Background: an optimization exercise with open tools, aiming at small area, a short achievable clock period and few clock cycles per item. Do not read the settings as production practice.
The RTL was checked by simulation tests, not by an equivalence proof against the original design.
Power figures rest on the tool's default switching activity, not on a simulated workload.

==> flow/config.mk <==
export PLATFORM = sky130hd
export DESIGN_NAME = Fib
export DESIGN_NICKNAME = Fib
export VERILOG_FILES = /design/flow/design.v
export SDC_FILE = /design/flow/constraint.sdc
export NUM_CORES = 4
export LEC_CHECK = 0
export ABC_AREA = 1
export CAP_MARGIN = 20
export CORE_MARGIN = 2
export CORE_UTILIZATION = 40
export PLACE_DENSITY = 0.85
export SETUP_SLACK_MARGIN = 2.5
export SLEW_MARGIN = 20
==> flow/constraint.sdc <==
create_clock -name core_clock -period 5.0 [get_ports {clk}]
set_input_delay 1.0000 -clock core_clock [delete_from_list [all_inputs] [get_ports {clk}]]
set_output_delay 1.0000 -clock core_clock [all_outputs]
set_load 0.01 [all_outputs]
==> flow/design.v <==
module Fib
(
  input  clk,
  input  reset,
  input signed [32-1 : 0] fib_n,
  output signed [64-1 : 0] fib_return,
  output  fib_busy,
  input  fib_req
);
  wire [63:0] romv;
  wire r0866;
  wire r0867;
  wire r0868;
  wire r0869;
  wire r0870;
  wire r0871;
  wire r0872;
  wire r0873;
  wire r0874;
  wire r0875;
  wire r0876;
  wire r0877;
  wire r0878;
  wire r0879;
  wire r0880;
  wire r0881;
  wire r0882;
  wire r0883;
  wire r0884;
  wire r0885;
  wire r0886;
  wire r0887;
  wire r0888;
  wire r0889;
  wire r0890;
  wire r0891;
  wire r0892;
  wire r0893;
  wire r0894;
  wire r0895;
  wire r0896;
  wire r0897;
  wire r0898;
  wire r0899;
  wire r0900;
  wire r0901;
  wire r0902;
  wire r0903;
  wire r0904;
  wire r0905;
  wire r0906;
  wire r0907;
  wire r0908;
  wire r0909;
  wire r0910;
  wire r0911;
  wire r0912;
  wire r0913;
  wire r0914;
  wire r0915;
  wire r0916;
  wire r0917;
  wire r0918;
  wire r0919;
  wire r0920;
  wire r0921;
  wire r0922;
  wire r0923;
  wire r0924;
  wire r0925;
  wire r0926;
  wire r0927;
  wire r0928;
  wire r0929;
  wire r0930;
  wire r0931;
  wire r0932;
  wire r0933;
  wire r0934;
  wire r0935;
  wire r0936;
  wire r0937;
  wire r0938;
  wire r0939;
  wire r0940;
  wire r0941;
  wire r0942;
  wire r0943;
  wire r0944;
  wire r0945;
  wire r0946;
  wire r0947;
  wire r0948;
  wire r0949;
  wire r0950;
  wire r0951;
  wire r0952;
  wire r0953;
  wire r0954;
  wire r0955;
  wire r0956;
  wire r0957;
  wire r0958;
  wire r0959;
  wire r0960;
  wire r0961;
  wire r0962;
  wire r0963;
  wire r0964;
  wire r0965;
  wire r0966;
  wire r0967;
  wire r0968;
  wire r0969;
  wire r0970;
  wire r0971;
  wire r0972;
  wire r0973;
  wire r0974;
  wire r0975;
  wire r0976;
  wire r0977;
  wire r0978;
  wire r0979;
  wire r0980;
  wire r0981;
  wire r0982;
  wire r0983;
  wire r0984;
  wire r0985;
  wire r0986;
  wire r0987;
  wire r0988;
  wire r0989;
  wire r0990;
  wire r0991;
  wire r0992;
  wire r0993;
  wire r0994;
  wire r0995;
  wire r0996;
  wire r0997;
  wire r0998;
  wire r0999;
  wire r1000;
  wire r1001;
  wire r1002;
  wire r1003;
  wire r1004;
  wire r1005;
  wire r1006;
  wire r1007;
  wire r1008;
  wire r1009;
  wire r1010;
  wire r1011;
  wire r1012;
  wire r1013;
  wire r1014;
  wire r1015;
  wire r1016;
  wire r1017;
  wire r1018;
  wire r1019;
  wire r1020;
  wire r1021;
  wire r1022;
  wire r1023;
  wire r1024;
  wire r1025;
  wire r1026;
  wire r1027;
  wire r1028;
  wire r1029;
  wire r1030;
  wire r1031;
  wire r1032;
  wire r1033;
  wire r1034;
  wire r1035;
  wire r1036;
  wire r1037;
  wire r1038;
  wire r1039;
  wire r1040;
  wire r1041;
  wire r1042;
  wire r1043;
  wire r1044;
  wire r1045;
  wire r1046;
  wire r1047;
  wire r1048;
  wire r1049;
  wire r1050;
  wire r1051;
  wire r1052;
  wire r1053;
  wire r1054;
  wire r1055;
  wire r1056;
  wire r1057;
  wire r1058;
  wire r1059;
  wire r1060;
  wire r1061;
  wire r1062;
  wire r1063;
  wire r1064;
  wire r1065;
  wire r1066;
  wire r1067;
  wire r1068;
  wire r1069;
  wire r1070;
  wire r1071;
  wire r1072;
  wire r1073;
  wire r1074;
  wire r1075;
  wire r1076;
  wire r1077;
  wire r1078;
  wire r1079;
  wire r1080;
  wire r1081;
  wire r1082;
  wire r1083;
  wire r1084;
  wire r1085;
  wire r1086;
  wire r1087;
  wire r1088;
  wire r1089;
  wire r1090;
  wire r1091;
  wire r1092;
  wire r1093;
  wire r1094;
  wire r1095;
  wire r1096;
  wire r1097;
  wire r1098;
  wire r1099;
  wire r1100;
  wire r1101;
  wire r1102;
  wire r1103;
  wire r1104;
  wire r1105;
  wire r1106;
  wire r1107;
  wire r1108;
  wire r1109;
  wire r1110;
  wire r1111;
  wire r1112;
  wire r1113;
  wire r1114;
  wire r1115;
  wire r1116;
  wire r1117;
  wire r1118;
  wire r1119;
  wire r1120;
  wire r1121;
  wire r1122;
  wire r1123;
  wire r1124;
  wire r1125;
  wire r1126;
  wire r1127;
  wire r1128;
  wire r1129;
  wire r1130;
  wire r1131;
  wire r1132;
  wire r1133;
  wire r1134;
  wire r1135;
  wire r1136;
  wire r1137;
  wire r1138;
  wire r1139;
  wire r1140;
  wire r1141;
  wire r1142;
  wire r1143;
  wire r1144;
  wire r1145;
  wire r1146;
  wire r1147;
  wire r1148;
  wire r1149;
  wire r1150;
  wire r1151;
  wire r1152;
  wire r1153;
  wire r1154;
  wire r1155;
  wire r1156;
  wire r1157;
  wire r1158;
  wire r1159;
  wire r1160;
  wire r1161;
  wire r1162;
  wire r1163;
  wire r1164;
  wire r1165;
  wire r1166;
  wire r1167;
  wire r1168;
  wire r1169;
  wire r1170;
  wire r1171;
  wire r1172;
  wire r1173;
  wire r1174;
  wire r1175;
  wire r1176;
  wire r1177;
  wire r1178;
  wire r1179;
  wire r1180;
  wire r1181;
  wire r1182;
  wire r1183;
  wire r1184;
  wire r1185;
  wire r1186;
  wire r1187;
  wire r1188;
  wire r1189;
  wire r1190;
  wire r1191;
  wire r1192;
  wire r1193;
  wire r1194;
  wire r1195;
  wire r1196;
  wire r1197;
  wire r1198;
  wire r1199;
  wire r1200;
  wire r1201;
  wire r1202;
  wire r1203;
  wire r1204;
  wire r1205;
  wire r1206;
  wire r1207;
  wire r1208;
  wire r1209;
  wire r1210;
  wire r1211;
  wire r1212;
  wire r1213;
  wire r1214;
  wire r1215;
  wire r1216;
  wire r1217;
  wire r1218;
  wire r1219;
  wire r1220;
  wire r1221;
  wire r1222;
  wire r1223;
  wire r1224;
  wire r1225;
  wire r1226;
  wire r1227;
  wire r1228;
  wire r1229;
  wire r1230;
  wire r1231;
  wire r1232;
  wire r1233;
  wire r1234;
  wire r1235;
  wire r1236;
  wire r1237;
  wire r1238;
  wire r1239;
  wire r1240;
  wire r1241;
  wire r1242;
  wire r1243;
  wire r1244;
  wire r1245;
  wire r1246;
  wire r1247;
  wire r1248;
  wire r1249;
  wire r1250;
  wire r1251;
  wire r1252;
  wire r1253;
  wire r1254;
  wire r1255;
  wire r1256;
  wire r1257;
  wire r1258;
  wire r1259;
  wire r1260;
  wire r1261;
  wire r1262;
  wire r1263;
  wire r1264;
  wire r1265;
  wire r1266;
  wire r1267;
  wire r1268;
  wire r1269;
  wire r1270;
  wire r1271;
  wire r1272;
  wire r1273;
  wire r1274;
  wire r1275;
  wire r1276;
  wire r1277;
  wire r1278;
  wire r1279;
  wire r1280;
  wire r1281;
  wire r1282;
  wire r1283;
  wire r1284;
  wire r1285;
  wire r1286;
  wire r1287;
  wire r1288;
  wire r1289;
  wire r1290;
  wire r1291;
  wire r1292;
  wire r1293;
  wire r1294;
  wire r1295;
  wire r1296;
  wire r1297;
  wire r1298;
  wire r1299;
  wire r1300;
  wire r1301;
  wire r1302;
  wire r1303;
  wire r1304;
  wire r1305;
  wire r1306;
  wire r1307;
  wire r1308;
  wire r1309;
  wire r1310;
  wire r1311;
  wire r1312;
  wire r1313;
  wire r1314;
  wire r1315;
  wire r1316;
  wire r1317;
  wire r1318;
  wire r1319;
  wire r1320;
  wire r1321;
  wire r1322;
  wire r1323;
  wire r1324;
  wire r1325;
  wire r1326;
  wire r1327;
  wire r1328;
  wire r1329;
  wire r1330;
  wire r1331;
  wire r1332;
  wire r1333;
  wire r1334;
  wire r1335;
  wire r1336;
  wire r1337;
  wire r1338;
  wire r1339;
  wire r1340;
  wire r1341;
  wire r1342;
  wire r1343;
  wire r1344;
  wire r1345;
  wire r1346;
  wire r1347;
  wire r1348;
  wire r1349;
  wire r1350;
  wire r1351;
  wire r1352;
  wire r1353;
  wire r1354;
  wire r1355;
  wire r1356;
  wire r1357;
  wire r1358;
  wire r1359;
  wire r1360;
  wire r1361;
  wire r1362;
  wire r1363;
  wire r1364;
  wire r1365;
  wire r1366;
  wire r1367;
  wire r1368;
  wire r1369;
  wire r1370;
  wire r1371;
  wire r1372;
  wire r1373;
  wire r1374;
  wire r1375;
  wire r1376;
  wire r1377;
  wire r1378;
  wire r1379;
  wire r1380;
  wire r1381;
  wire r1382;
  wire r1383;
  wire r1384;
  wire r1385;
  wire r1386;
  wire r1387;
  wire r1388;
  wire r1389;
  wire r1390;
  assign r1299 = (~r0864);
  assign r1300 = (~r0865&~r0863&~r1299);
  assign r1301 = (~r1300);
  assign r1302 = (~r0859);
  assign r1303 = (~r0860&~r1302);
  assign r1304 = (~r0862);
  assign r1305 = (~r0861);
  assign r1306 = (~r1304&~r1305);
  assign r1307 = (~r1306);
  assign r1308 = (~r1303&~r1307);
  assign r1309 = (~r1308);
  assign r1310 = (~r1301&~r1309);
  assign r1311 = (~r0860&~r1307);
  assign r1312 = (~r0860);
  assign r1313 = (~r0859&~r1312);
  assign r1314 = (~r1313);
  assign r1315 = (~r0861&~r1304);
  assign r1316 = (~r1315);
  assign r1317 = (~r1314&~r1316);
  assign r1318 = (~r1311&~r1317);
  assign r1319 = (~r0862&~r0861);
  assign r1320 = (~r1319);
  assign r1321 = (~r1302&~r1312);
  assign r1322 = (~r1321);
  assign r1323 = (~r1320&~r1322);
  assign r1324 = (~r1323);
  assign r1325 = (~r0862&~r1305);
  assign r1326 = (~r0859&~r1320);
  assign r0866 = (~r1322&~r1326) | (~r1325&~r1326);
  assign r0867 = (~r0865);
  assign r0868 = (~r0863);
  assign r0869 = (~r0864&~r0867&~r0868);
  assign r0870 = (~r0869);
  assign r0871 = (~r1318&~r0870) | (~r1324&~r0870) | (~r0866&~r0870);
  assign r0872 = (~r0862&~r1312);
  assign r0873 = (~r0872);
  assign r0874 = (~r1302&~r1305);
  assign r0875 = (~r0874);
  assign r0876 = (~r0873&~r0875);
  assign r0877 = (~r0876);
  assign r0878 = (~r1312&~r1320);
  assign r0879 = (~r1325);
  assign r0880 = (~r0860&~r0879);
  assign r0881 = (~r0878&~r0880);
  assign r0882 = (~r0865&~r0868&~r1299);
  assign r0883 = (~r0882);
  assign r0884 = (~r1318&~r0883) | (~r0877&~r0883) | (~r0881&~r0883);
  assign r0885 = (~r0879&~r1314);
  assign r0886 = (~r1323&~r0885);
  assign r0887 = (~r1312&~r1316);
  assign r0888 = (~r0887);
  assign r0889 = (~r0860&~r1320);
  assign r0890 = (~r1302&~r0879);
  assign r0891 = (~r0889&~r0890);
  assign r0892 = (~r0863&~r0864&~r0867);
  assign r0893 = (~r0892);
  assign r0894 = (~r0886&~r0893) | (~r0888&~r0893) | (~r0891&~r0893);
  assign r1348 = (r1310) | (r0871) | (r0884) | (r0894);
  assign r0895 = (~r0859&~r0860);
  assign r0896 = (~r0895&~r1321);
  assign r0897 = (~r0896);
  assign r0898 = (~r1316&~r0897);
  assign r0899 = (~r0898);
  assign r0900 = (~r0895);
  assign r0901 = (~r0900&~r1307);
  assign r0902 = (~r0901);
  assign r0903 = (~r0899) | (~r0902);
  assign r0904 = (~r0879&~r0897);
  assign r0905 = (~r0900&~r0879);
  assign r0906 = (~r0905);
  assign r0907 = (~r1313) | (~r1319);
  assign r0908 = (~r0906) | (~r0907);
  assign r0909 = (~r0904&~r0908);
  assign r0910 = (~r0909);
  assign r0911 = (~r0903&~r0910) | (~r0869);
  assign r0912 = (~r0885);
  assign r0913 = (~r1303);
  assign r0914 = (~r1320&~r0913);
  assign r0915 = (~r0914);
  assign r0916 = (~r0912) | (~r0915);
  assign r0917 = (~r0916);
  assign r0918 = (~r0876&~r1317);
  assign r0919 = (~r0917) | (~r0918);
  assign r0920 = (~r0901&~r0919) | (~r0892);
  assign r0921 = (~r0879&~r0913);
  assign r0922 = (~r0859&~r1307);
  assign r0923 = (~r0887&~r0922);
  assign r0924 = (~r0923);
  assign r0925 = (~r0921&~r0924) | (~r0882);
  assign r1355 = (~r0911) | (~r0920) | (~r0925);
  assign r0926 = (~r1302&~r1316);
  assign r0927 = (~r0926&~r1311);
  assign r0928 = (~r0859&~r1316);
  assign r0929 = (~r1314&~r1307);
  assign r0930 = (~r0928&~r0929);
  assign r0931 = (~r0861&~r1302);
  assign r0932 = (~r0931);
  assign r0933 = (~r1312&~r1304);
  assign r0934 = (~r0933);
  assign r0935 = (~r0932&~r0934);
  assign r0936 = (~r0935);
  assign r0937 = (~r0930) | (~r0936);
  assign r0938 = (~r0878&~r0937) | (~r0892);
  assign r0939 = (~r1322&~r1307);
  assign r0940 = (~r0939) | (~r0882);
  assign r0941 = (~r1303) | (~r1305);
  assign r0942 = (~r0918) | (~r0941);
  assign r0943 = (~r0889&~r0908);
  assign r0944 = (~r0913&~r1307);
  assign r0945 = (~r0944);
  assign r0946 = (~r0943) | (~r0945);
  assign r0947 = (~r0942&~r0946) | (~r0869);
  assign r1358 = (~r0883&~r0927) | (~r0938) | (~r0940) | (~r0947);
  assign r0948 = (~r0900&~r1316);
  assign r0949 = (~r0948&~r0885);
  assign r0950 = (~r0949);
  assign r0951 = (~r1323&~r0921);
  assign r0952 = (~r0951);
  assign r0953 = (~r0950&~r0952);
  assign r0954 = (~r0953);
  assign r0955 = (~r1308&~r0954) | (~r0892);
  assign r0956 = (~r1304&~r1322);
  assign r0957 = (~r1316&~r0913);
  assign r0958 = (~r0957);
  assign r0959 = (~r0958) | (~r0877);
  assign r0960 = (~r0959);
  assign r0961 = (~r0960&~r0870) | (~r0881&~r0870);
  assign r0962 = (~r1300&~r0961) | (~r0956&~r0961);
  assign r0963 = (~r1320&~r0896);
  assign r0964 = (~r1312&~r0879);
  assign r0965 = (~r0964&~r0957);
  assign r0966 = (~r0965);
  assign r0967 = (~r0929&~r0963&~r0948&~r0966) | (~r0882);
  assign r1347 = (~r0955) | (~r0962) | (~r0967);
  assign r0968 = (~r0939);
  assign r0969 = (~r0926);
  assign r0970 = (~r0968) | (~r0949) | (~r0969);
  assign r0971 = (~r0963&~r0966) | (~r0869);
  assign r0972 = (~r0895&~r1316);
  assign r0973 = (~r0972&~r0922);
  assign r0974 = (~r0973);
  assign r0975 = (~r1322) | (~r1319);
  assign r0976 = (~r0895&~r0975);
  assign r0977 = (~r0948&~r0876);
  assign r0978 = (~r0977);
  assign r0979 = (~r0976&~r0978);
  assign r0980 = (~r0956);
  assign r0981 = (~r0979) | (~r0980);
  assign r0982 = (~r1300&~r0981) | (~r1300&~r0892) | (~r0974&~r0981) | (~r0974&~r0892);
  assign r1346 = (~r0883&~r0970) | (~r0971) | (~r0982);
  assign r0983 = (~r0905&~r0957);
  assign r0984 = (~r0983);
  assign r0985 = (~r1319&~r0984) | (~r0869);
  assign r0986 = (~r0874&~r0934);
  assign r0987 = (~r0921&~r0986);
  assign r0988 = (~r0987) | (~r0882);
  assign r0989 = (~r0974&~r0954) | (~r0892);
  assign r1345 = (~r1301&~r0930) | (~r0985) | (~r0988) | (~r0989);
  assign r0990 = (~r0887&~r0876);
  assign r0991 = (~r0990);
  assign r0992 = (~r1307&~r0901&~r0991) | (~r1303&~r0901&~r0991);
  assign r0993 = (~r0899) | (~r0945);
  assign r0994 = (~r0887&~r1311);
  assign r0995 = (~r0994);
  assign r0996 = (~r0995&~r0978&~r0910);
  assign r0997 = (~r0993&~r0996) | (~r0892);
  assign r1359 = (~r0934&~r0883) | (~r0870&~r0992) | (~r0997);
  assign r0998 = (~r0877) | (~r0975);
  assign r0999 = (~r0932&~r0998) | (~r0933&~r0998);
  assign r1000 = (~r0859&~r0879);
  assign r1001 = (~r1312&~r1307);
  assign r1002 = (~r1000&~r1001);
  assign r1003 = (~r0923) | (~r1002) | (~r0869);
  assign r1004 = (~r0928&~r0964);
  assign r1005 = (~r1004);
  assign r1006 = (~r0944&~r1005) | (~r1300);
  assign r1007 = (~r1316) | (~r0907);
  assign r1008 = (~r1307&~r0897);
  assign r1009 = (~r1008);
  assign r1010 = (~r1009) | (~r0936);
  assign r1011 = (~r1007&~r1010) | (~r0892);
  assign r1344 = (~r0883&~r0999) | (~r1003) | (~r1006) | (~r1011);
  assign r1012 = (~r1321&~r1307);
  assign r1013 = (~r1000&~r0935);
  assign r1014 = (~r1013) | (~r0877);
  assign r1015 = (~r0963&~r1012&~r1014);
  assign r1016 = (~r0914&~r0905);
  assign r1017 = (~r0879&~r0897) | (~r1016);
  assign r1018 = (~r0935&~r1017) | (~r0869);
  assign r1019 = (~r1308&~r0978) | (~r0882);
  assign r1020 = (~r0889&~r1323&~r0885);
  assign r1021 = (~r0870&~r1020);
  assign r1022 = (~r1021);
  assign r1357 = (~r0893&~r1015) | (~r1018) | (~r1019) | (~r1022);
  assign r1023 = (~r0928);
  assign r1024 = (~r0902) | (~r1023);
  assign r1025 = (~r0890&~r0889&~r1024);
  assign r1026 = (~r0957&~r0998) | (~r0892);
  assign r1027 = (~r0859&~r1005) | (~r0882);
  assign r1028 = (~r0890);
  assign r1029 = (~r1028) | (~r0934);
  assign r1030 = (~r0927);
  assign r1031 = (~r1029&~r1030) | (~r1300);
  assign r1343 = (~r0870&~r1025) | (~r1026) | (~r1027) | (~r1031);
  assign r1032 = (~r0859&~r0994);
  assign r1033 = (~r0905&~r0976&~r1032);
  assign r1034 = (~r0963);
  assign r1035 = (~r0968) | (~r1034);
  assign r1036 = (~r0904&~r0959&~r1035) | (~r0892);
  assign r1037 = (~r0860&~r1316);
  assign r1038 = (~r1037);
  assign r1039 = (~r1302&~r1320);
  assign r1040 = (~r1039);
  assign r1041 = (~r1314) | (~r1306);
  assign r1042 = (~r1038) | (~r1040) | (~r1041);
  assign r1043 = (~r0886) | (~r0891);
  assign r1044 = (~r1042&~r1043) | (~r0882);
  assign r1045 = (~r0905&~r1323);
  assign r1046 = (~r1045);
  assign r1047 = (~r0991&~r1046);
  assign r1048 = (~r1047);
  assign r1049 = (~r1030&~r1048) | (~r1300);
  assign r1342 = (~r0870&~r1033) | (~r1036) | (~r1044) | (~r1049);
  assign r1050 = (~r0948);
  assign r1051 = (~r1002) | (~r0869) | (~r1050);
  assign r1052 = (~r0879&~r0913) | (~r0975);
  assign r1053 = (~r1311&~r0957);
  assign r1054 = (~r1053) | (~r0949);
  assign r1055 = (~r1052&~r1054) | (~r0892);
  assign r1361 = (~r1309&~r0883) | (~r1051) | (~r1055);
  assign r1056 = (~r0909) | (~r0958) | (~r0990);
  assign r1057 = (~r0922&~r1056) | (~r1300);
  assign r1058 = (~r0860&~r1304&~r0874);
  assign r1059 = (~r1058&~r1046) | (~r0869);
  assign r1060 = (~r1313) | (~r0861);
  assign r1061 = (~r1038) | (~r1060);
  assign r1062 = (~r1052&~r1061) | (~r0892);
  assign r1063 = (~r1005&~r0952) | (~r0882);
  assign r1341 = (~r1057) | (~r1059) | (~r1062) | (~r1063);
  assign r1064 = (~r0908);
  assign r1065 = (~r1064) | (~r1028);
  assign r1066 = (~r0901&~r0972&~r1065) | (~r0869);
  assign r1067 = (~r1317&~r0944);
  assign r1068 = (~r1312) | (~r1304);
  assign r1069 = (~r1067) | (~r1068);
  assign r1070 = (~r0929&~r1069) | (~r1300);
  assign r1071 = (~r0862&~r0897);
  assign r1072 = (~r1071);
  assign r1073 = (~r1072) | (~r0899) | (~r0968);
  assign r1074 = (~r0929);
  assign r1075 = (~r1318&~r0893) | (~r1074&~r0893) | (~r1040&~r0893);
  assign r1076 = (~r1073&~r1075) | (~r0882&~r1075);
  assign r1340 = (~r1066) | (~r1070) | (~r1076);
  assign r1077 = (~r0862&~r0896);
  assign r1078 = (~r0936) | (~r0945);
  assign r1079 = (~r1078&~r0942) | (~r0869);
  assign r1080 = (~r0865&~r0864&~r0868);
  assign r1081 = (~r0895&~r1307);
  assign r1082 = (~r1081&~r0935);
  assign r1083 = (~r1082&~r0883) | (~r0873&~r0883);
  assign r1084 = (~r0892&~r0939&~r1083) | (~r0892&~r1080&~r1083) | (~r1042&~r0939&~r1083) | (~r1042&~r1080&~r1083);
  assign r1339 = (~r1311&~r1301&~r1077) | (~r1079) | (~r1084);
  assign r1085 = (~r1326&~r0926);
  assign r1086 = (~r1085);
  assign r1087 = (~r1038) | (~r0873) | (~r0892);
  assign r1362 = (~r1086&~r1087) | (~r0883&~r1009) | (~r1018);
  assign r1088 = (~r0957&~r1048) | (~r0869);
  assign r1089 = (~r0970) | (~r0882);
  assign r1090 = (~r0914&~r1024) | (~r0892);
  assign r1356 = (~r1088) | (~r1089) | (~r1090);
  assign r1091 = (~r1082);
  assign r1092 = (~r0984&~r1091&~r0954) | (~r0882);
  assign r1093 = (~r1016) | (~r0902) | (~r1028);
  assign r1094 = (~r1093) | (~r0869);
  assign r1095 = (~r0860&~r0874) | (~r1028) | (~r1023);
  assign r1096 = (~r1095) | (~r0892);
  assign r1354 = (~r1092) | (~r1094) | (~r1096);
  assign r1097 = (~r1307&~r0896);
  assign r1098 = (~r1038&~r1303) | (~r1040&~r1303);
  assign r1099 = (r0898) | (r1098);
  assign r1100 = (~r1097&~r1099) | (~r1300);
  assign r1101 = (~r1035&~r0942) | (~r0892);
  assign r1102 = (~r1080);
  assign r1103 = (~r1307&~r1102);
  assign r1104 = (~r1077);
  assign r1105 = (~r0930&~r0883) | (~r1104&~r0883);
  assign r1106 = (~r1313&~r1105) | (~r1103&~r1105);
  assign r1107 = (~r0917) | (~r1318);
  assign r1108 = (~r1107) | (~r0869);
  assign r1337 = (~r1100) | (~r1101) | (~r1106) | (~r1108);
  assign r1109 = (~r0914&~r1061);
  assign r1363 = (~r0870&~r0996) | (~r0893&~r1109) | (~r0940);
  assign r1110 = (~r0872&~r0931&~r1311);
  assign r1111 = (~r1068);
  assign r1112 = (~r1111&~r0993) | (~r0882);
  assign r1113 = (~r0893&~r1095);
  assign r1114 = (~r1103&~r1113);
  assign r1115 = (~r1311);
  assign r1116 = (~r0960) | (~r1115);
  assign r1117 = (~r1017&~r1116) | (~r0869);
  assign r1336 = (~r1301&~r1110) | (~r1112) | (~r1114) | (~r1117);
  assign r1118 = (~r0922&~r0926&~r0908);
  assign r1119 = (~r0994) | (~r1023);
  assign r1120 = (~r1071&~r1119) | (~r0882);
  assign r1121 = (~r0913&~r0870) | (~r0861&~r0870);
  assign r1122 = (~r1078&~r1121) | (~r1080&~r1121);
  assign r1123 = (~r1326&~r0978);
  assign r1124 = (~r0936) | (~r0902);
  assign r1125 = (~r1124);
  assign r1126 = (~r1123) | (~r0968) | (~r1125);
  assign r1127 = (~r0889);
  assign r1128 = (~r1126) | (~r1127) | (~r1045);
  assign r1129 = (~r1128) | (~r0892);
  assign r1335 = (~r1301&~r1118) | (~r1120) | (~r1122) | (~r1129);
  assign r1130 = (~r0976&~r1119&~r0952) | (~r0869);
  assign r1364 = (~r1130) | (~r1036) | (~r1026);
  assign r1131 = (~r1326&~r0924&~r1098);
  assign r1386 = (~r0870&~r0945);
  assign r1132 = (~r1080&~r1386) | (~r0993);
  assign r1133 = (~r0965&~r0870) | (~r1068&~r0870);
  assign r1134 = (~r1048&~r1133) | (~r0892&~r1133);
  assign r1135 = (~r0943);
  assign r1136 = (~r0978&~r1081&~r1135) | (~r1300);
  assign r1334 = (~r0883&~r1131) | (~r1132) | (~r1134) | (~r1136);
  assign r1137 = (~r1320&~r0900);
  assign r1138 = (~r1137&~r0885);
  assign r1139 = (~r0958) | (~r0877) | (~r0907);
  assign r1140 = (~r1139) | (~r0892);
  assign r1365 = (~r0870&~r1138) | (~r1140) | (~r1094);
  assign r1141 = (~r0931&~r0880&~r0922);
  assign r1142 = (~r1008&~r1014) | (~r0882);
  assign r1143 = (~r0941) | (~r0862) | (~r1080);
  assign r1144 = (~r0976);
  assign r1145 = (r1058) | (~r1144) | (~r0951);
  assign r1146 = (~r1325&~r0976);
  assign r1147 = (~r1001);
  assign r1148 = (~r1304&~r0900);
  assign r1149 = (~r1148);
  assign r1150 = (~r1146&~r0893) | (~r1147&~r0893) | (~r1149&~r0893);
  assign r1151 = (~r0869&~r1150) | (~r1145&~r1150);
  assign r1333 = (~r1301&~r1141) | (~r1142) | (~r1143) | (~r1151);
  assign r1152 = (~r0939&~r1317&~r1098);
  assign r1153 = (~r0964&~r0995) | (~r1080);
  assign r1154 = (~r1039&~r1000);
  assign r1155 = (~r1074) | (~r1154) | (~r1050);
  assign r1156 = (~r0969&~r0893) | (~r0879&~r0893);
  assign r1157 = (~r1155&~r1156) | (~r1300&~r1156);
  assign r1158 = (~r0901&~r1056) | (~r0869);
  assign r1332 = (~r0883&~r1152) | (~r1153) | (~r1157) | (~r1158);
  assign r1159 = (~r0886) | (~r1041);
  assign r1160 = (~r1317&~r0921&~r1159);
  assign r1161 = (~r0944&~r1077) | (~r0869);
  assign r1366 = (~r0893&~r1160) | (~r1161);
  assign r1162 = (~r0951&~r0893) | (~r1085&~r0893);
  assign r1163 = (~r1138&~r1301) | (~r1307&~r1301) | (~r1149&~r1301);
  assign r1164 = (~r0890&~r1037);
  assign r1165 = (~r1164&~r1102) | (~r0936&~r1102) | (~r1074&~r1102);
  assign r1166 = (~r1162&~r1163&~r1165);
  assign r1167 = (~r1325&~r0895&~r0926);
  assign r1168 = (~r1016) | (~r1004);
  assign r1169 = (~r1167&~r1168) | (~r0882);
  assign r1170 = (~r1069) | (~r0869);
  assign r1331 = (~r1166) | (~r1169) | (~r1170);
  assign r1171 = (~r0880&~r1037&~r1001);
  assign r1172 = (~r0872&~r1037&~r1124);
  assign r1367 = (~r0870&~r1172) | (~r0893&~r1171);
  assign r1173 = (~r1126) | (~r0892);
  assign r1174 = (~r0908&~r1091) | (~r0882);
  assign r1175 = (~r0998&~r0995) | (~r0869);
  assign r1353 = (~r1173) | (~r1174) | (~r1175);
  assign r1176 = (~r0880&~r0956);
  assign r1177 = (~r0949&~r0893) | (~r1176&~r0893);
  assign r1178 = (~r0973&~r0883) | (~r0877&~r0883) | (~r0907&~r0883);
  assign r1179 = (~r0935&~r1012);
  assign r1180 = (~r1179&~r1102) | (~r1045&~r1102) | (~r1023&~r1102);
  assign r1181 = (~r0897&~r0880) | (~r1315&~r0880);
  assign r1182 = (~r1181&~r1301) | (~r0945&~r1301) | (~r1138&~r1301);
  assign r1183 = (~r1177&~r1178&~r1180&~r1182);
  assign r1330 = (~r0870&~r1306&~r1077) | (~r1183);
  assign r1184 = (~r1071&~r1030) | (~r0869);
  assign r1185 = (~r0945) | (~r0888);
  assign r1186 = (~r1061&~r1185) | (~r0892);
  assign r1368 = (~r1184) | (~r1186);
  assign r1187 = (~r1164);
  assign r1188 = (~r0963&~r1185&~r1187);
  assign r1189 = (~r0897&~r0883) | (~r1320&~r0883);
  assign r1190 = (~r1109&~r1189) | (~r1034&~r1189) | (~r1080&~r1189);
  assign r1191 = (~r0901&~r1099) | (~r0869);
  assign r1192 = (~r0926&~r0978);
  assign r1193 = (~r1192);
  assign r1194 = (~r0924&~r0952&~r1193) | (~r0892);
  assign r1329 = (~r1301&~r1188) | (~r1190) | (~r1191) | (~r1194);
  assign r1195 = (~r0976&~r1008);
  assign r1196 = (~r1195);
  assign r1197 = (~r0928&~r1187&~r1196);
  assign r1198 = (~r0956&~r0919) | (~r0882);
  assign r1199 = (~r0916&~r0978);
  assign r1200 = (~r1199) | (~r0969);
  assign r1201 = (~r1200) | (~r1080);
  assign r1202 = (~r0870&~r1110);
  assign r1203 = (~r1300&~r1202) | (~r1013&~r1202);
  assign r1328 = (~r0893&~r1197) | (~r1198) | (~r1201) | (~r1203);
  assign r1204 = (~r1086&~r1116) | (~r0869);
  assign r1205 = (~r0978&~r1091) | (~r0892);
  assign r1369 = (~r1204) | (~r1205);
  assign r1206 = (~r0922);
  assign r1207 = (~r0897) | (~r1315);
  assign r1208 = (~r1206&~r0883) | (~r0891&~r0883) | (~r1207&~r0883);
  assign r1209 = (~r1064&~r0870) | (~r0927&~r0870);
  assign r1210 = (~r0865&~r0863&~r0864);
  assign r1211 = (~r1210);
  assign r1212 = (~r1316&~r0978) | (~r1303&~r0978);
  assign r1213 = (~r1301&~r1212) | (~r0968&~r1211);
  assign r1214 = (~r1208&~r1209&~r1213);
  assign r1215 = (~r1192) | (~r1147) | (~r0881);
  assign r1216 = (~r1215) | (~r0892);
  assign r1217 = (~r1029&~r1135) | (~r1080);
  assign r1390 = (~r1214) | (~r1216) | (~r1217);
  assign r1218 = (~r1023&~r0876&~r0935) | (~r1312&~r0876&~r0935);
  assign r1219 = (~r0926&~r1081) | (~r0892);
  assign r1370 = (~r0870&~r1218) | (~r1219);
  assign r1220 = (~r1302&~r1307);
  assign r1221 = (~r1125) | (~r1023);
  assign r1222 = (~r1039&~r1220&~r1221);
  assign r1223 = (~r1124&~r0978);
  assign r1224 = (~r1223);
  assign r1225 = (~r0946&~r1224) | (~r0869);
  assign r1226 = (~r0984&~r1196) | (~r0882);
  assign r1227 = (~r1179) | (~r0983) | (~r1127);
  assign r1228 = (~r0880&~r1102&~r1167);
  assign r1229 = (~r0929&~r1227&~r1228) | (~r0929&~r1300&~r1228) | (~r1210&~r1227&~r1228) | (~r1210&~r1300&~r1228);
  assign r1389 = (~r0893&~r1222) | (~r1225) | (~r1226) | (~r1229);
  assign r1230 = (~r0924&~r1386) | (~r0892&~r1386);
  assign r1372 = (~r0870&~r1199) | (~r1230);
  assign r1231 = (~r1144) | (~r1045);
  assign r1232 = (~r1220&~r1231&~r1224);
  assign r1233 = (~r0949) | (~r0902) | (~r0958);
  assign r1234 = (~r0880&~r0963&~r1233) | (~r0869);
  assign r1235 = (~r1020) | (~r0990);
  assign r1236 = (~r0874&~r1137) | (~r1080);
  assign r1237 = (~r1211&~r1115) | (~r1236);
  assign r1238 = (~r1235&~r1237) | (~r0892&~r1237);
  assign r1239 = (~r0899) | (~r0968) | (~r1045);
  assign r1240 = (~r0922&~r0978&~r1239) | (~r0882);
  assign r1388 = (~r1301&~r1232) | (~r1234) | (~r1238) | (~r1240);
  assign r1241 = (~r1185&~r1065) | (~r0869);
  assign r1373 = (~r1206&~r0893) | (~r1241);
  assign r1242 = (~r1147) | (~r0866) | (~r1149);
  assign r1243 = (~r0972);
  assign r1244 = (~r0943&~r0870) | (~r1243&~r0870);
  assign r1245 = (~r0882&~r1091&~r1244) | (~r0882&~r1210&~r1244) | (~r1242&~r1091&~r1244) | (~r1242&~r1210&~r1244);
  assign r1246 = (~r1001&~r1145) | (~r1300);
  assign r1247 = (~r1223) | (~r1147) | (~r0881);
  assign r1248 = (~r0876&~r0935&~r1097);
  assign r1249 = (~r0880);
  assign r1250 = (~r1248&~r1102) | (~r1249&~r1102) | (~r1034&~r1102);
  assign r1251 = (~r1247&~r1250) | (~r0892&~r1250);
  assign r1387 = (~r1245) | (~r1246) | (~r1251);
  assign r1252 = (~r1317&~r0889&~r1008&~r0984);
  assign r1253 = (~r0904&~r0963&~r1193);
  assign r1254 = (~r1233&~r1196) | (~r0892);
  assign r1352 = (~r0870&~r1253) | (~r0883&~r1252) | (~r1254);
  assign r1255 = (~r1081);
  assign r1256 = (~r0899) | (~r0866);
  assign r1257 = (~r1256) | (~r0869);
  assign r1374 = (~r0893&~r1255) | (~r1257);
  assign r1258 = (~r1192) | (~r1144) | (~r1176);
  assign r1259 = (~r1034&~r0893) | (~r1147&~r0893) | (~r1038&~r0893);
  assign r1260 = (~r0899&~r1211) | (~r1255&~r1211);
  assign r1261 = (~r1146&~r1301) | (~r1243&~r1301) | (~r0980&~r1301);
  assign r1262 = (~r1258&~r1259&~r1260&~r1261) | (~r0882&~r1259&~r1260&~r1261);
  assign r1263 = (~r1012&~r1168) | (~r1080);
  assign r1264 = (~r0889&~r0978&~r1046&~r1032) | (~r0869);
  assign r1382 = (~r1262) | (~r1263) | (~r1264);
  assign r1265 = (~r0870&~r0902);
  assign r1266 = (~r0892&~r1265) | (~r0939&~r1265);
  assign r1375 = (~r1088) | (~r1266);
  assign r1267 = (~r0883) | (~r1211);
  assign r1268 = (~r0929&~r1221) | (~r1267);
  assign r1269 = (~r1300&~r0869);
  assign r1270 = (~r1269);
  assign r1271 = (~r0880&~r1032) | (~r1270);
  assign r1272 = (~r0929) | (~r1300);
  assign r1273 = (~r0893) | (~r1102);
  assign r1274 = (~r1181) | (~r1060) | (~r1273);
  assign r1371 = (~r1268) | (~r1271) | (~r1272) | (~r1274);
  assign r1376 = (~r1123&~r0870) | (~r0886&~r0870) | (~r1067&~r0870);
  assign r1377 = (~r1072&~r0870) | (~r0902&~r0870) | (~r1243&~r0870);
  assign r1275 = (~r0903&~r0954) | (~r1270);
  assign r1276 = (~r0943) | (~r1002);
  assign r1277 = (~r1276) | (~r1273);
  assign r1278 = (~r0964&~r1010) | (~r1267);
  assign r1360 = (~r1275) | (~r1272) | (~r1277) | (~r1278);
  assign r1378 = (~r0951&~r0870) | (~r1004&~r0870) | (~r0945&~r0870);
  assign r1379 = (~r1249&~r0870) | (~r1023&~r0870);
  assign r1279 = (~r0901&~r1086) | (~r1270);
  assign r1280 = (~r1039&~r1000&~r1220) | (~r1273);
  assign r1281 = (~r0890&~r0928) | (~r1267);
  assign r1349 = (~r1279) | (~r1272) | (~r1280) | (~r1281);
  assign r1380 = (~r0912&~r0870) | (~r1023&~r0870);
  assign r1385 = (~r0870&~r1125);
  assign r1282 = (~r1300&~r1385) | (~r1008&~r1385);
  assign r1283 = (~r0890&~r0901&~r0956&~r0976) | (~r0882);
  assign r1284 = (~r0873) | (~r0941) | (~r1060) | (~r0892);
  assign r1350 = (~r1282) | (~r1022) | (~r1283) | (~r1284);
  assign r1381 = (~r1053&~r0870) | (~r0977&~r0870);
  assign r1285 = (~r0979) | (~r0945);
  assign r1286 = (~r1285) | (~r1270);
  assign r1287 = (~r0904&~r1137&~r1124) | (~r1273);
  assign r1288 = (~r1239) | (~r1267);
  assign r1338 = (~r1286) | (~r1287) | (~r1272) | (~r1288);
  assign r1289 = (~r0935&~r1052&~r1005);
  assign r1290 = (~r0889&~r0893);
  assign r1291 = (~r0977) | (~r1013) | (~r1206) | (~r1290);
  assign r1292 = (~r0939) | (~r0867) | (~r0864);
  assign r1293 = (~r0937&~r1231) | (~r0882);
  assign r1351 = (~r0870&~r1289) | (~r1291) | (~r1292) | (~r1293);
  assign r1383 = (~r0870&~r0958);
  assign r1384 = (~r0870&~r1318);
  assign r1294 = (~r0953&~r1269) | (~r1085&~r1269);
  assign r1295 = (~r1310&~r1265&~r1294);
  assign r1296 = (~r0880&~r0986&~r1285) | (~r1267);
  assign r1297 = (~r1007&~r0921&~r0986);
  assign r1298 = (~r0898&~r1297) | (~r1273);
  assign r1327 = (~r1295) | (~r1296) | (~r1298);
  assign r0865 = fib_n[6];
  assign r0863 = fib_n[4];
  assign r0864 = fib_n[5];
  assign r0859 = fib_n[0];
  assign r0860 = fib_n[1];
  assign r0862 = fib_n[3];
  assign r0861 = fib_n[2];
  assign romv[29] = r1348;
  assign romv[35] = r1355;
  assign romv[38] = r1358;
  assign romv[28] = r1347;
  assign romv[27] = r1346;
  assign romv[26] = r1345;
  assign romv[39] = r1359;
  assign romv[25] = r1344;
  assign romv[37] = r1357;
  assign romv[24] = r1343;
  assign romv[23] = r1342;
  assign romv[40] = r1361;
  assign romv[22] = r1341;
  assign romv[21] = r1340;
  assign romv[20] = r1339;
  assign romv[41] = r1362;
  assign romv[36] = r1356;
  assign romv[34] = r1354;
  assign romv[19] = r1337;
  assign romv[42] = r1363;
  assign romv[18] = r1336;
  assign romv[17] = r1335;
  assign romv[43] = r1364;
  assign romv[16] = r1334;
  assign romv[44] = r1365;
  assign romv[15] = r1333;
  assign romv[14] = r1332;
  assign romv[45] = r1366;
  assign romv[13] = r1331;
  assign romv[46] = r1367;
  assign romv[33] = r1353;
  assign romv[12] = r1330;
  assign romv[47] = r1368;
  assign romv[11] = r1329;
  assign romv[10] = r1328;
  assign romv[48] = r1369;
  assign romv[9] = r1390;
  assign romv[49] = r1370;
  assign romv[8] = r1389;
  assign romv[50] = r1372;
  assign romv[7] = r1388;
  assign romv[51] = r1373;
  assign romv[6] = r1387;
  assign romv[32] = r1352;
  assign romv[52] = r1374;
  assign romv[5] = r1382;
  assign romv[53] = r1375;
  assign romv[4] = r1371;
  assign romv[54] = r1376;
  assign romv[55] = r1377;
  assign romv[3] = r1360;
  assign romv[56] = r1378;
  assign romv[57] = r1379;
  assign romv[2] = r1349;
  assign romv[58] = r1380;
  assign romv[30] = r1350;
  assign romv[59] = r1381;
  assign romv[1] = r1338;
  assign romv[31] = r1351;
  assign romv[60] = r1383;
  assign romv[61] = r1384;
  assign romv[0] = r1327;
  assign romv[62] = r1385;
  assign romv[63] = r1386;
  reg  [63:0] cur, nxt;
  reg  [31:0] cnt;
  reg         busy;
  reg  [2:0]  ph;        
  reg  [1:0]  st;        
  reg         c;         
  reg         b;         
  wire neg  = fib_n[31];
  wire big  = ~neg & ((|fib_n[30:7]) | (fib_n[6:0] >= 7'd94));
  wire [63:0] tab = neg ? 64'h0 : romv;
  wire first = (ph == 3'd0);
  wire last  = (ph == 3'd7);
  wire [8:0] sum = nxt[7:0] + cur[7:0] + c;
  wire [7:0] nin = st[1] ? sum[7:0] : {7'd0, st[0] & first};
  wire [4:0] dec = {1'b0, cnt[3:0]} - b;
  wire       under = dec[4];
  always @(posedge clk) begin
    cur <= ({64{busy}} & {nxt[7:0], cur[63:8]})
         | ({64{~busy & fib_req}} & tab)
         | ({64{~busy & ~fib_req}} & cur);
    nxt <= {nin, nxt[63:8]};
    if (busy)
      cnt <= {dec[3:0], cnt[31:4]};
    else
      cnt <= fib_n;
    c <= sum[8] & ~last;
    b <= busy & (last | under);
  end
  always @(posedge clk) begin
    if (reset) begin
      busy <= 1'b0;
      ph <= 3'd0;
      st <= 2'd0;
    end else if (busy) begin
      ph <= ph + 3'd1;
      if (last) begin
        if (st != 2'd2) st <= st + 2'd1;
        if (st == 2'd2 && under) busy <= 1'b0;
      end
    end else if (fib_req & big) begin
      busy <= 1'b1;
      ph <= 3'd0;
      st <= 2'd0;
    end
  end
  assign fib_return = cur;
  assign fib_busy = busy;
endmodule
==> flow/flow/run.sh <==
#!/bin/bash
set -euo pipefail
export BUFFER_PORTS_ARGS="-buffer_cell sky130_fd_sc_hd__buf_1"
export CTS_ARGS="-sink_clustering_enable -repair_clock_nets -buf_list sky130_fd_sc_hd__clkbuf_8 -dont_use_dummy_load -sink_buffer_max_cap_derate 0.5"
bash standard.sh > standard_flow.log 2>&1
==> flow/standard.sh <==
#!/bin/bash
# synth_recipe.tcl (not shown) runs the flow's synth.tcl, then flattens the netlist and writes it again
# the make line also repeats each setting of config.mk as NAME=value (left out here)
make -C /OpenROAD-flow-scripts/flow DESIGN_CONFIG=/design/flow/config.mk WORK_HOME=/design/flow/orfs CLKGATE_MAP_FILE= SYNTH_SCRIPT=/design/flow/synth_recipe.tcl "${@:-finish}"
==> flow_metrics.env, run 1 <==
export IMPL_status="finished clean"
export IMPL_numCtsBuffers=17
export IMPL_ys_ff_latch=168
export IMPL_synth_top_family_by_area="simple AND/OR/NAND/NOR gates"
export IMPL_pre_cts_slack_ps=1240
export IMPL_max_freq_ghz=0.391
export IMPL_htree_levels=4
export IMPL_hold_slack_ps=302
export IMPL_start_util_pct=41.0
export IMPL_diodes=0
export IMPL_total_leakage_power_nw=4.60
export IMPL_track_usage_pct=40.7
export IMPL_io_buffers=99
export IMPL_final_setup_tns_ps=0
export IMPL_drtIter0Drc=1227
export IMPL_max_stage_delay_ps=300
export IMPL_cp_data_required_time_ps=5310
export IMPL_vias=9746
export IMPL_max_cap_viol_count=0
export IMPL_setup_viol=0
export IMPL_synth_compound_area_share_pct=17.7
export IMPL_worstMarginPinSlew_ps=973
export IMPL_power_density_mw_per_mm2=294
export IMPL_cp_max_fo=9
export IMPL_end_kind="flop"
export IMPL_synth_mux_area_fraction_pct=0
export IMPL_async_flop_share_pct=0
export IMPL_cts_max_path_buffers=2
export IMPL_layout_commonest_cell="nand2_1"
export IMPL_netlist_area_mm2=0.00839
export IMPL_synthCells=1198
export IMPL_post_drt_wl_per_cell_um=28.8
export IMPL_nets=1359
export IMPL_crit_type="input pin to flop"
export IMPL_ant_nets=0
export IMPL_drc=0
export IMPL_cts_clk_slew_worst_paths_ps=120
export IMPL_cts_root_buf="clkbuf_8"
export IMPL_grt_first_pass_wirelength_um=64000
export IMPL_cts_sinks=168
export IMPL_peakVddDrop_uv=175
export IMPL_grt_overflow=0
export IMPL_synth_edf_count=0
export IMPL_firstDrtPassIters=6
export IMPL_first_global_vias=9220
export IMPL_dp_hpwl_um=34500
export IMPL_slowest_stage="nand2_2"
export IMPL_yosys_area_share_simple_pct=31.2
export IMPL_wl_um=45300
export IMPL_worstSkewPairLatency_ps=470
export IMPL_finalHoldViolations=0
export IMPL_dpl_instance_area_mm2=0.00902
export IMPL_dieWidth_um=149
export IMPL_rsz0062_at_grt="yes"
export IMPL_holdBufCountCts=0
export IMPL_syn2layout_area_growth_pct=15.9
export IMPL_pin_count=100
export IMPL_die_area_mm2=0.0221
export IMPL_coreArea_mm2=0.0204
export IMPL_finClkSkew_ps=51.1
export IMPL_cts_tree="done"
export IMPL_rows=52
export IMPL_synth_seq_area_share_pct=40.1
export IMPL_synth_flop_cell="dfxtp_1"
export IMPL_dieHeight_um=149
export IMPL_final_cells=1573
export IMPL_drive_above_1_share_pct=13.1
export IMPL_stdcell_area_mm2=0.00972
export IMPL_finalMaxSlewViolations=0
export IMPL_fin_crit_sh_pct=51.1
export IMPL_start_kind="input pin"
export IMPL_synthAdderAreaFrac_pct=3.01
export IMPL_antenna_found_initial=2
export IMPL_hold_class="flop to flop"
export IMPL_synthesis_nets=1252
export IMPL_grt_max_degree=57
export IMPL_fin_crit_ps=2560
export IMPL_layout_common_cells="nand2_1, dfxtp_1, o21ai_0"
export IMPL_synth_distinct_cells=42
export IMPL_relSlewSlack_pct=35.0
export IMPL_vias_per_cell=6.20
export IMPL_placed_cells=1541
export IMPL_cp_arrival_ps=2870
export IMPL_synthXorXnorAreaFrac_pct=0.209
export IMPL_ys_warnings_count=8
export IMPL_path_cells="buf_4 > inv_4 > nand2_1 > inv_1 > nand2_2 > nand2_2 > o21ai_1 > nand3_1 > nand2_1 > nand3_1"
export IMPL_fin_ws_ps=2440
export IMPL_avgSynthCellArea_um2=7.00
export IMPL_gp_congestion=1.08
worst max-delay path: cells and delay by family:
| kind | cells | cell delay [ps] |
|---|---|---|
| and+or+nand+nor | 6 | 1130 |
| AOI/OAI and AO/OA | 1 | 280 |
| buffers and inverters | 3 | 430 |
routing by layer:
layer  part of all wire, %  track usage [%]
met5                 0.068                0
met4                   7.6             25.7
met3                    12             12.3
met2                    43             62.7
met1                    38             49.7
sequential cells by signal (all words and copies together), names as in the netlist:
register,count
b,1
busy,1
c,1
cnt,32
cur,64
nxt,64
ph,3
st,2
cell usage after synthesis (7+ instances only):
| cell | n | area [µm²] |
|---|---|---|
| a21oi_1 | 36 | 180 |
| a22oi_1 | 43 | 323 |
| buf_2 | 14 | 70.1 |
| clkbuf_1 | 24 | 90.1 |
| dfxtp_1 | 168 | 3360 |
| ha_1 | 17 | 213 |
| inv_1 | 92 | 345 |
| inv_2 | 15 | 56.3 |
| nand2_1 | 346 | 1300 |
| nand2_2 | 17 | 106 |
| nand3_1 | 92 | 460 |
| nand4_1 | 23 | 144 |
| nor2_1 | 87 | 327 |
| nor2_2 | 8 | 50.1 |
| nor2_4 | 7 | 78.8 |
| nor3_1 | 10 | 50.1 |
| o211ai_1 | 8 | 60.1 |
| o21ai_0 | 130 | 651 |
| o21ai_1 | 12 | 60.1 |
stage by stage:
stage / utilization [%] / power (mW)
CTS: 46.5 / 2.82
finish: 47.6 / 2.86
global placement: 44.2 / 2.06
floorplan: - / 1.80
detailed placement: 44.2 / 2.05
global route: 47.6 / 2.94
repair_timing:
| action | 4_1_cts | 5_1_grt |
|---|---|---|
| setup endpoints to repair | 69 | 38 |
| pin swaps | 4 | 6 |
| gates resized for setup | 58 | 51 |
| setup buffers | 9 | 6 |
where the power goes:
part	total (mW)	leakage, nW	internal [mW]	switching (mW)
sequential	1.49	1.37	1.42	0.0688
combinational	0.609	3.11	0.163	0.446
clock	0.762	0.122	0.302	0.460
cells by family after synthesis:
group | Yosys count
xor+xnor | 2
simple gates | 598
flops | 168
compound gates | 256
fa+ha+maj | 19
buf+inv | 155
final cells by class:
cell class / instances / area [µm²]
multi-input combinational: 875 / 4650
sequential: 168 / 3370
clock buffer: 17 / 234
inverter: 110 / 447
fill: 2134 / 10700
tap: 270 / 338
timing repair buffer: 133 / 679
worst paths after layout:
| path | startpoint | to | slack [ps] | depth (start not counted) |
|---|---|---|---|---|
| setup / recovery | fib_n[2] | cur[20] | 2440 | 10 |
| hold reg to reg | nxt[28] | nxt[20] | 300 | 0 |
| setup reg to reg | busy | cur[50] | 2660 | 7 |
| hold / removal | nxt[28] | nxt[20] | 300 | 0 |
Testbench counts, summed over its fixed seeds: cycles 1,024, requests 1,024.
==> inputs of run 2 (changes only) <==
--- a/flow/design.v
+++ b/flow/design.v
@@ -1146,9 +1146,11 @@
   wire [4:0] dec = {1'b0, cnt[3:0]} - b;
   wire       under = dec[4];
   always @(posedge clk) begin
-    cur <= ({64{busy}} & {nxt[7:0], cur[63:8]})
-         | ({64{~busy & fib_req}} & tab)
-         | ({64{~busy & ~fib_req}} & cur);
+    if (busy) begin
+      cur <= {nxt[7:0], cur[63:8]};
+    end else if (fib_req) begin
+      cur <= tab;
+    end
     nxt <= {nin, nxt[63:8]};
     if (busy)
       cnt <= {dec[3:0], cnt[31:4]};
==> flow/flow/run.sh (replaced) <==
#!/bin/bash
# The standard layout (standard.sh), with three choices made here:
#  - ports are buffered with buf_1,
#  - the clock tree uses clkbuf_8 and no dummy loads,
#  - the slow 4-input NOR/OR cells are added to the platform's don't-use list.
set -euo pipefail
export BUFFER_PORTS_ARGS="-buffer_cell sky130_fd_sc_hd__buf_1"
export CTS_ARGS="-sink_clustering_enable -repair_clock_nets -buf_list sky130_fd_sc_hd__clkbuf_8 -dont_use_dummy_load"
platform_dont_use=$(make -s -f - <<EOM
PLATFORM_DIR=$FLOW_HOME/platforms/sky130hd
include $FLOW_HOME/platforms/sky130hd/config.mk
all:
	@echo \$(DONT_USE_CELLS)
EOM
)
extra=""
for c in nor4 nor4b nor4bb or4 or4b or4bb; do for s in 1 2 4; do extra="$extra sky130_fd_sc_hd__${c}_$s"; done; done
echo "DONT_USE_CELLS=$platform_dont_use$extra" > dont_use.log
bash standard.sh "DONT_USE_CELLS=$platform_dont_use$extra" finish > standard_flow.log 2>&1
--- a/flow/config.mk
+++ b/flow/config.mk
@@ -9,6 +9,6 @@
 export CAP_MARGIN = 20
 export CORE_MARGIN = 2
 export CORE_UTILIZATION = 40
-export PLACE_DENSITY = 0.85
+export PLACE_DENSITY = 0.75
 export SETUP_SLACK_MARGIN = 2.5
 export SLEW_MARGIN = 20
==> run 2 against run 1 <==
Against the previous run: still clean; area after synthesis grew 2.3%; non-clock buffer count grew 26; clock power grew 2%; power grew 5.0%; register-to-register slack gained 100 ps; clock-buffer cell count is the same; cell count shrank 0.89%; utilization grew 2.0 points; sequential power grew 5%; wire length shrank 2.8%; critical endpoint is now cur[34]; largest cell class unchanged.
==> flow_metrics.env, run 2 <==
export IMPL_finalMaxSlewViolations=0
export IMPL_drc=0
export IMPL_io_buffers=99
export IMPL_synthCells=1148
export IMPL_syn2layout_area_growth_pct=21.6
export IMPL_cp_common_cell="buf_4"
export IMPL_finalHoldViolations=0
export IMPL_fin_crit_ps=2610
export IMPL_end_kind="flop"
export IMPL_cts_max_path_buffers=2
export IMPL_slowest_stage="nor2_2"
export IMPL_grt_max_degree=63
export IMPL_drtIter0Drc=1154
export IMPL_post_drt_wl_per_cell_um=28.3
export IMPL_synth_seq_area_share_pct=46.7
export IMPL_vias_per_cell=6.15
export IMPL_worstMarginPinSlew_ps=740
export IMPL_htree_levels=4
export IMPL_largestRegisters="cur (64), nxt (64), cnt (32)"
export IMPL_die_area_mm2=0.0226
export IMPL_final_cells=1559
export IMPL_pre_cts_slack_ps=1150
export IMPL_max_cap_viol_count=0
export IMPL_grt_overflow=0
export IMPL_holdBufCountCts=0
export IMPL_max_freq_ghz=0.382
export IMPL_nets=1339
export IMPL_crit_type="input pin to flop"
export IMPL_power_density_mw_per_mm2=288
export IMPL_start_kind="input pin"
export IMPL_final_setup_tns_ps=0
export IMPL_fin_ws_ps=2390
export IMPL_async_flop_share_pct=0
export IMPL_avgSynthCellArea_um2=7.47
export IMPL_track_usage_pct=39.1
export IMPL_fillCellCount=2090
export IMPL_cts_clk_slew_worst_paths_ps=80
export IMPL_cts_sinks=168
export IMPL_synth_flop_cell="dfxtp_1"
export IMPL_layout_common_cells="nand2_1, dfxtp_1, buf_1"
export IMPL_cp_data_required_time_ps=5270
export IMPL_first_global_vias=8949
export IMPL_setup_viol=0
export IMPL_cp_arrival_ps=2890
export IMPL_synth_common_cells="nand2_1, dfxtp_1, o21ai_0"
export IMPL_max_stage_delay_ps=280
export IMPL_synthesis_nets=1202
export IMPL_hold_slack_ps=304
export IMPL_netlist_area_mm2=0.00858
export IMPL_dp_hpwl_um=32600
export IMPL_cp_max_fo=9
export IMPL_coreArea_mm2=0.0210
export IMPL_peakVddDrop_uv=123
export IMPL_synth_edf_count=64
export IMPL_yosys_area_top_type="dfxtp_1"
export IMPL_pin_count=100
export IMPL_worstSkewPairLatency_ps=460
export IMPL_synth_area_leaders="dfxtp_1, edfxtp_1, nand2_1, o21ai_0, nand3_1"
export IMPL_yosysTopAreaCellShare_pct=24.3
export IMPL_grt_first_pass_wirelength_um=62200
export IMPL_start_util_pct=40.8
export IMPL_wl_um=44100
export IMPL_vias=9583
export IMPL_cts_tree="done"
export IMPL_placed_cells=1507
export IMPL_hold_class="flop to flop"
export IMPL_total_leakage_power_nw=4.85
export IMPL_yosysMostFrequentCell="nand2_1"
export IMPL_antenna_found_initial=2
export IMPL_rsz0062_at_grt="yes"
export IMPL_ys_ff_latch=168
export IMPL_finClkSkew_ps=40.6
export IMPL_cts_root_buf="clkbuf_8"
export IMPL_multiInputGateArea_mm2=0.00452
export IMPL_fin_crit_sh_pct=52.3
export IMPL_gp_congestion=1.17
export IMPL_path_cells="clkbuf_2 > buf_6 > inv_8 > ha_4 > inv_6 > nor2_2 > inv_2 > buf_4 > nand2_2 > o21ai_2 > buf_4 > o221ai_1"
export IMPL_rows=53
export IMPL_ys_warnings_count=8
export IMPL_drive_above_1_share_pct=16.7
export IMPL_dieWidth_um=150
export IMPL_firstDrtPassIters=6
export IMPL_numCtsBuffers=17
export IMPL_relSlewSlack_pct=50.7
export IMPL_ant_nets=0
export IMPL_dieHeight_um=150
export IMPL_layout_commonest_cell="nand2_1"
export IMPL_crit_family="buffers and inverters"
export IMPL_crit_buf_inv=7
export IMPL_synth_distinct_cells=44
export IMPL_seq_area_mm2=0.00401
export IMPL_status="finished clean"
## run 2: logic make-up after synthesis
group	share of synthesized area, %
AO/OA/AOI/OAI	13.8
XOR/XNOR	0.102
buffers and inverters	6.19
flip-flops	46.7
adder cells (fa/ha/maj)	2.95
AND/OR/NAND/NOR	30.3
## run 2: timing repair
item	4_1_cts	5_1_grt
gates resized for setup	96	71
setup endpoints to repair	73	41
buffers inserted	19	15
pin swaps	9	16
endpoints found under the hold margin	0	0
## run 2: per-stage QoR
step	util (%)	power [mW]	area [µm²]
6_report	49.6	3.00	10400
5_1_grt	49.6	3.08	10400
4_1_cts	47.9	2.94	10100
3_5_place_dp	44.4	2.15	9340
3_3_place_gp	44.4	2.16	9340
2_1_floorplan	-	1.89	8610
## run 2: final timing paths
check,slack (ps),depth (start not counted),end,from
worst max-delay path,2390,12,cur[34],fib_n[0]
worst min-delay path,300,0,nxt[49],nxt[57]
worst max register to register,2760,6,cur[51],busy
worst min register to register,300,0,nxt[49],nxt[57]
## run 2: layout make-up
cell class	count	area share [%]
multi-input cells	847	43.3
clock buffers	17	2.24
repair buffers	159	8.91
flip-flops and latches	168	38.4
inverters	92	3.79
diodes	1	0.0240
well taps	275	3.30
## run 2: power by group
group / total (mW) / internal (mW) / leakage, nW / switching (mW)
Combinational: 0.651 / 0.179 / 3.20 / 0.472
Clock: 0.774 / 0.302 / 0.122 / 0.472
Sequential: 1.57 / 1.51 / 1.52 / 0.0619
## run 2: layer usage
layer  global-route usage, %  routed length (µm)  vias up
met5                       0                  90        -
met4                    25.9                3580        2
met3                    10.4                4730      218
met2                    58.2               18700      755
met1                    49.8               17000     4501
li1                        -                   -     4107
Testbench counts of run 2, summed over its fixed seeds: cycles 1,024, requests 1,024.

## re-timing with driven ports
The flow's constraints put no driver on any port. The routed layouts listed below were extracted and timed again, unchanged, in two steps.
Step 1 (the two cells are an assumption about what drives the block):
set clk [get_ports {clk}]
set_driving_cell -lib_cell sky130_fd_sc_hd__clkbuf_16 $clk
set_driving_cell -lib_cell sky130_fd_sc_hd__buf_2 [delete_from_list [all_inputs] $clk]
Step 2 also shifts input and output timing later by t, the mid clock arrival at the registers, as if the neighbouring blocks saw the same clock.
Three values: ideal ports, drivers, drivers and shift; two values: the first two.
| run | t, ns | setup slack, ns | latest minus earliest clock arrival (ns) | worst data-port slew with drivers (ns) | pins driven straight from the clock port |
|---|---|---|---|---|---|
| run 1 | 0.494 | 2.444 / 2.464 / 1.970 | 0.052 / 0.052 | 0.05 | 1 |
| run 2 | 0.483 | 2.386 / 2.412 / 1.930 | 0.041 / 0.041 | 0.04 | 1 |
After both steps setup and hold are still met in every run listed. The setup slack of run 1, which loses most, moves by +0.020 ns with the drivers and by -0.474 ns with both steps.
